Background: an optimization exercise with open tools, aiming at small area, a short achievable clock period and few clock cycles. Do not read the settings as production practice.
At most, simulation tests tie the RTL to the original design; equivalence was not proved.
Power figures rest on the tool's default switching activity, not on a simulated workload.

==> inputs of run a <==
Design cpu, start of the top module:
module cpu(Clk, Reset_N, readM1, address1, data1, readM2, writeM2, address2, data2_in, data2_out, num_inst, output_port, is_halted);
==> flow/config.mk <==
export PLATFORM = sky130hd
export DESIGN_NAME = cpu
export DESIGN_NICKNAME = cpu
export VERILOG_FILES = /design/flow/design.v
export SDC_FILE = /design/flow/constraint.sdc
export NUM_CORES = 4
export LEC_CHECK = 0
export ABC_AREA = 1
export CAP_MARGIN = 20
export CORE_MARGIN = 2
export CORE_UTILIZATION = 40
export SETUP_SLACK_MARGIN = 5
export SLEW_MARGIN = 20
export SYNTH_MEMORY_MAX_BITS = 16384
==> flow/constraint.sdc <==
create_clock -name core_clock -period 12.0 [get_ports {Clk}]
set_input_delay 2.4000 -clock core_clock [delete_from_list [all_inputs] [get_ports {Clk}]]
set_output_delay 2.4000 -clock core_clock [all_outputs]
set_load 0.01 [all_outputs]
standard.sh (not shown) runs the stock make flow with config.mk's settings and CLKGATE_MAP_FILE= SYNTH_SCRIPT=/design/flow/synth_recipe.tcl, a recipe that flattens the netlist after the stock synthesis.
==> flow/flow/run.sh <==
#!/bin/bash
# The standard layout, with timing repair aimed at a shorter period than
# the clock constraint (the constraint itself is unchanged).
bash standard.sh SETUP_SLACK_MARGIN=7.9 finish > standard.log 2>&1
==> run b: changes against run a <==
--- a/flow/design.v
+++ b/flow/design.v
@@ -75,28 +75,54 @@
 		endcase
 	end
 	wire f_have = vcur || acur;
 	wire [15:0] fw = vcur ? wbuf : warr;
 	wire f_jmp = vcur && ((wbuf[15:12] == 4'd9) || (wbuf[15:12] == 4'd10));
 	wire [15:0] f_jtgt = {pc[15:12], wbuf[11:0]};
 	wire f_jsame = (wbuf[11:2] == cl[9:0]);
 	wire f_jnext = (wbuf[11:2] == cl1[9:0]) && (cl1[13:10] == pc[15:12]);
-	wire [26:0] dbuf, darr;
-	fdec DBUF (wbuf, dbuf);
-	fdec DARR (warr, darr);
-	wire [26:0] fd = vcur ? dbuf : darr;
+	wire [3:0] f_op = fw[15:12];
+	wire [5:0] f_fn = fw[5:0];
 	wire [1:0] f_rs = fw[11:10];
 	wire [1:0] f_rt = fw[9:8];
-	wire f_def = fd[0], f_wr = fd[1], f_lwd = fd[2], f_swd = fd[3], f_hlt = fd[4];
-	wire [1:0] f_rd = fd[6:5];
-	wire f_bne = fd[7], f_beq = fd[8], f_bgz = fd[9], f_blz = fd[10], f_jr = fd[11];
-	wire f_jop = fd[12], f_lnk = fd[13], f_urs = fd[14], f_urt = fd[15];
-	wire f_add = fd[16], f_sub = fd[17], f_tcp = fd[18], f_addi = fd[19], f_and = fd[20];
-	wire f_orr = fd[21], f_ori = fd[22], f_not = fd[23], f_shl = fd[24], f_shr = fd[25], f_lhi = fd[26];
+	wire f_isR = (f_op == 4'd15);
+	wire f_add = f_isR && f_fn == 6'd0;
+	wire f_sub = f_isR && f_fn == 6'd1;
+	wire f_and = f_isR && f_fn == 6'd2;
+	wire f_orr = f_isR && f_fn == 6'd3;
+	wire f_not = f_isR && f_fn == 6'd4;
+	wire f_tcp = f_isR && f_fn == 6'd5;
+	wire f_shl = f_isR && f_fn == 6'd6;
+	wire f_shr = f_isR && f_fn == 6'd7;
+	wire f_jpr = f_isR && f_fn == 6'd25;
+	wire f_jrl = f_isR && f_fn == 6'd26;
+	wire f_wwd = f_isR && f_fn == 6'd28;
+	wire f_hlt = f_isR && f_fn == 6'd29;
+	wire f_adi = (f_op == 4'd4);
+	wire f_ori = (f_op == 4'd5);
+	wire f_lhi = (f_op == 4'd6);
+	wire f_lwd = (f_op == 4'd7);
+	wire f_swd = (f_op == 4'd8);
+	wire f_bne = (f_op == 4'd0);
+	wire f_beq = (f_op == 4'd1);
+	wire f_bgz = (f_op == 4'd2);
+	wire f_blz = (f_op == 4'd3);
+	wire f_jmpop = (f_op == 4'd9);
+	wire f_jal = (f_op == 4'd10);
+	wire f_alu2 = f_add || f_sub || f_and || f_orr;
+	wire f_alu1 = f_not || f_tcp || f_shl || f_shr;
+	wire f_br = f_bne || f_beq || f_bgz || f_blz;
+	wire f_jr = f_jpr || f_jrl;
+	wire f_def = f_alu2 || f_alu1 || f_jr || f_wwd || f_hlt || f_adi || f_ori || f_lhi
+		|| f_lwd || f_swd || f_br || f_jmpop || f_jal;
+	wire f_wr = f_alu2 || f_alu1 || f_jrl || f_adi || f_ori || f_lhi || f_lwd || f_jal;
+	wire [1:0] f_rd = (f_jal || f_jrl) ? 2'd2 : (f_isR ? fw[7:6] : f_rt);
+	wire f_urs = f_alu2 || f_alu1 || f_jr || f_adi || f_ori || f_lwd || f_swd || f_br;
+	wire f_urt = f_alu2 || f_bne || f_beq;
 	wire [1:0] rs = ir[11:10];
 	wire [1:0] rt = ir[9:8];
 	reg [15:0] rfa, rfb;
 	always @(*) begin
 		case (rs)
 			2'd0: rfa = R0; 2'd1: rfa = R1; 2'd2: rfa = R2; default: rfa = R3;
 		endcase
 		case (rt)
@@ -108,18 +134,17 @@
 	wire [15:0] A = ({16{fa1}} & m1res) | ({16{fa2}} & m2res) | ({16{fa3}} & m3res) | ({16{fa0}} & rfa);
 	wire [15:0] B = ({16{fb1}} & m1res) | ({16{fb2}} & m2res) | ({16{fb3}} & m3res) | ({16{fb0}} & rfb);
 	wire st_busy = m1st || m2st || m3st;
 	wire x_stall = xv && ((xurs && (la1 || la2 || la3)) || (xurt && (lb1 || lb2 || lb3)) || (xmem && st_busy));
 	wire x_go = xv && !x_stall;
 	wire [15:0] simm = {{8{ir[7]}}, ir[7:0]};
 	wire [15:0] ax = xtcp ? 16'd0 : A;
 	wire [15:0] ay = xsub ? ~B : (xtcp ? ~A : (xaddi ? simm : B));
-	wire [15:0] sum;
-	add16 ADD (ax, ay, xsub || xtcp, sum);
+	wire [15:0] sum = ax + ay + {15'd0, (xsub || xtcp)};
 	wire [15:0] res = ({16{xadd || xsub || xtcp || xaddi}} & sum)
 		| ({16{xand}} & (A & B))
 		| ({16{xorr}} & (A | B))
 		| ({16{xori}} & (A | simm))
 		| ({16{xnot}} & ~A)
 		| ({16{xshl}} & {A[14:0], 1'b0})
 		| ({16{xshr}} & {A[15], A[15:1]})
 		| ({16{xlhi}} & {ir[7:0], 8'd0})
@@ -221,20 +246,20 @@
 			ir <= fw;
 			xl <= pc_inc;
 			xtop <= pc[15:12];
 			xdef <= f_def; xwr <= f_wr; xld <= f_lwd; xst <= f_swd; xhlt <= f_hlt;
 			xmem <= f_lwd || f_swd;
 			xrd <= f_rd;
 			xbne <= f_bne; xbeq <= f_beq; xbgz <= f_bgz; xblz <= f_blz;
 			xjr <= f_jr;
-			xlnk <= f_lnk;
-			xjx <= f_jop && !f_jmp;
+			xlnk <= f_jal || f_jrl;
+			xjx <= (f_jmpop || f_jal) && !f_jmp;
 			xurs <= f_urs; xurt <= f_urt;
-			xadd <= f_add; xsub <= f_sub; xtcp <= f_tcp; xaddi <= f_addi;
+			xadd <= f_add; xsub <= f_sub; xtcp <= f_tcp; xaddi <= f_adi || f_lwd || f_swd;
 			xand <= f_and; xorr <= f_orr; xori <= f_ori; xnot <= f_not;
 			xshl <= f_shl; xshr <= f_shr; xlhi <= f_lhi;
 			fa1 <= nx1w && xrd == f_rs;
 			fa2 <= !(nx1w && xrd == f_rs) && m1w && m1rd == f_rs;
 			fa3 <= !(nx1w && xrd == f_rs) && !(m1w && m1rd == f_rs) && m2w && m2rd == f_rs;
 			fb1 <= nx1w && xrd == f_rt;
 			fb2 <= !(nx1w && xrd == f_rt) && m1w && m1rd == f_rt;
 			fb3 <= !(nx1w && xrd == f_rt) && !(m1w && m1rd == f_rt) && m2w && m2rd == f_rt;
@@ -324,77 +349,8 @@
 			ninst <= ninst + 16'd1;
 			outp <= rf_rs3;
 		end
 	end
 	assign num_inst = ninst;
 	assign output_port = outp;
 	assign is_halted = m3hlt;
 endmodule
-module fdec(w, o);
-	input [15:0] w;
-	output [26:0] o;
-	wire [3:0] op = w[15:12];
-	wire [5:0] fn = w[5:0];
-	wire isR = (op == 4'd15);
-	wire add = isR && fn == 6'd0;
-	wire sub = isR && fn == 6'd1;
-	wire an = isR && fn == 6'd2;
-	wire orr = isR && fn == 6'd3;
-	wire nt = isR && fn == 6'd4;
-	wire tcp = isR && fn == 6'd5;
-	wire shl = isR && fn == 6'd6;
-	wire shr = isR && fn == 6'd7;
-	wire jpr = isR && fn == 6'd25;
-	wire jrl = isR && fn == 6'd26;
-	wire wwd = isR && fn == 6'd28;
-	wire hlt = isR && fn == 6'd29;
-	wire adi = (op == 4'd4);
-	wire ori = (op == 4'd5);
-	wire lhi = (op == 4'd6);
-	wire lwd = (op == 4'd7);
-	wire swd = (op == 4'd8);
-	wire bne = (op == 4'd0);
-	wire beq = (op == 4'd1);
-	wire bgz = (op == 4'd2);
-	wire blz = (op == 4'd3);
-	wire jmp = (op == 4'd9);
-	wire jal = (op == 4'd10);
-	wire alu2 = add || sub || an || orr;
-	wire alu1 = nt || tcp || shl || shr;
-	wire br = bne || beq || bgz || blz;
-	wire jr = jpr || jrl;
-	wire def = alu2 || alu1 || jr || wwd || hlt || adi || ori || lhi || lwd || swd || br || jmp || jal;
-	wire wr = alu2 || alu1 || jrl || adi || ori || lhi || lwd || jal;
-	wire [1:0] rd = (jal || jrl) ? 2'd2 : (isR ? w[7:6] : w[9:8]);
-	wire urs = alu2 || alu1 || jr || adi || ori || lwd || swd || br;
-	wire urt = alu2 || bne || beq;
-	assign o = {lhi, shr, shl, nt, ori, orr, an, adi || lwd || swd, tcp, sub, add,
-		urt, urs, jal || jrl, jmp || jal, jr, blz, bgz, beq, bne, rd, hlt, swd, lwd, wr, def};
-endmodule
-module add16(a, b, cin, s);
-	input [15:0] a, b;
-	input cin;
-	output [15:0] s;
-	wire [15:0] p = a ^ b;
-	wire [15:0] g0 = a & b;
-	wire [15:0] G1, P1, G2, P2, G3, P3, G4, P4;
-	genvar i;
-	generate
-		for (i = 0; i < 16; i = i + 1) begin : lvl
-			wire gi = (i == 0) ? (g0[0] | (p[0] & cin)) : g0[i];
-			assign G1[i] = (i >= 1) ? (gi | (p[i] & ((i == 1) ? (g0[0] | (p[0] & cin)) : g0[i-1]))) : gi;
-			assign P1[i] = (i >= 1) ? (p[i] & p[i-1]) : p[i];
-		end
-		for (i = 0; i < 16; i = i + 1) begin : l2
-			assign G2[i] = (i >= 2) ? (G1[i] | (P1[i] & G1[i-2])) : G1[i];
-			assign P2[i] = (i >= 2) ? (P1[i] & P1[i-2]) : P1[i];
-		end
-		for (i = 0; i < 16; i = i + 1) begin : l3
-			assign G3[i] = (i >= 4) ? (G2[i] | (P2[i] & G2[i-4])) : G2[i];
-			assign P3[i] = (i >= 4) ? (P2[i] & P2[i-4]) : P2[i];
-		end
-		for (i = 0; i < 16; i = i + 1) begin : l4
-			assign G4[i] = (i >= 8) ? (G3[i] | (P3[i] & G3[i-8])) : G3[i];
-		end
-	endgenerate
-	assign s = p ^ {G4[14:0], cin};
-endmodule
- ABC_AREA: 1 -> default
- ABC_CLOCK_PERIOD_IN_PS: default -> 3000
- CAP_MARGIN: 20 -> 10
- SLEW_MARGIN: 20 -> 10
==> comparison table <==
metric                                                                      run b                    run a
Status                                                    complete, no violations  complete, no violations
Final core area utilization                                                 51.9%                    48.7%
Non-clock buffers                                                             410                      308
Syn Std Cell Area                                                      0.0255 mm²               0.0266 mm²
Reg2Reg Depth                                                                  18                       20
Synthesized-area fraction occupied by xor and xnor cells                    3.97%                    1.94%
Required time of the critical path                                       12.48 ns                 12.37 ns
Finished Layout Cells                                                        3640                     4632
Peak clock frequency supported by timing                                  244 MHz                  249 MHz
Effective utilization at floorplan                                          40.4%                    40.4%
Met3 wire len                                                             7140 µm                  7460 µm
Destination of the worst hold path                                        m2rt[0]                  m2rs[1]
Synth Area in Compound Gates                                                16.2%                    16.7%
Share of total power in combinational logic                                 43.3%                    48.5%
Synthesized netlist cell count                                               2450                     3512
Capture point of the critical path                                      m1res[15]                     xurs
Testbench counts of run b, summed over its fixed seeds: cycles 9,944.
No functional check of the RTL was part of run a.

port drivers added, routing unchanged:
The flow's constraints put no driver on any port. The routed layouts listed below were extracted and timed again, unchanged, in two steps. Step 1 sets driving cells, clkbuf_16 on the clock port and buf_2 on the other inputs (assumed; they add their load-dependent delay and slew). Step 2, shift: input delay + t, output delay - t, t = (earliest + latest rising clock arrival at the registers) / 2. This alone moves slack from input paths to output paths. a / b / c = ideal / step 1 / step 2; a / b = the first two.
run	t, ns	setup WS [ns]	worst setup path at the end
run a	0.688	7.979 / 7.945 / 7.333	input to register
run b	0.670	7.900 / 7.900 / 7.279	input to register
After both steps every run listed still meets setup and hold. For run a, which loses most, drivers alone change the setup slack by -0.034 ns; drivers and shift together by -0.646 ns.
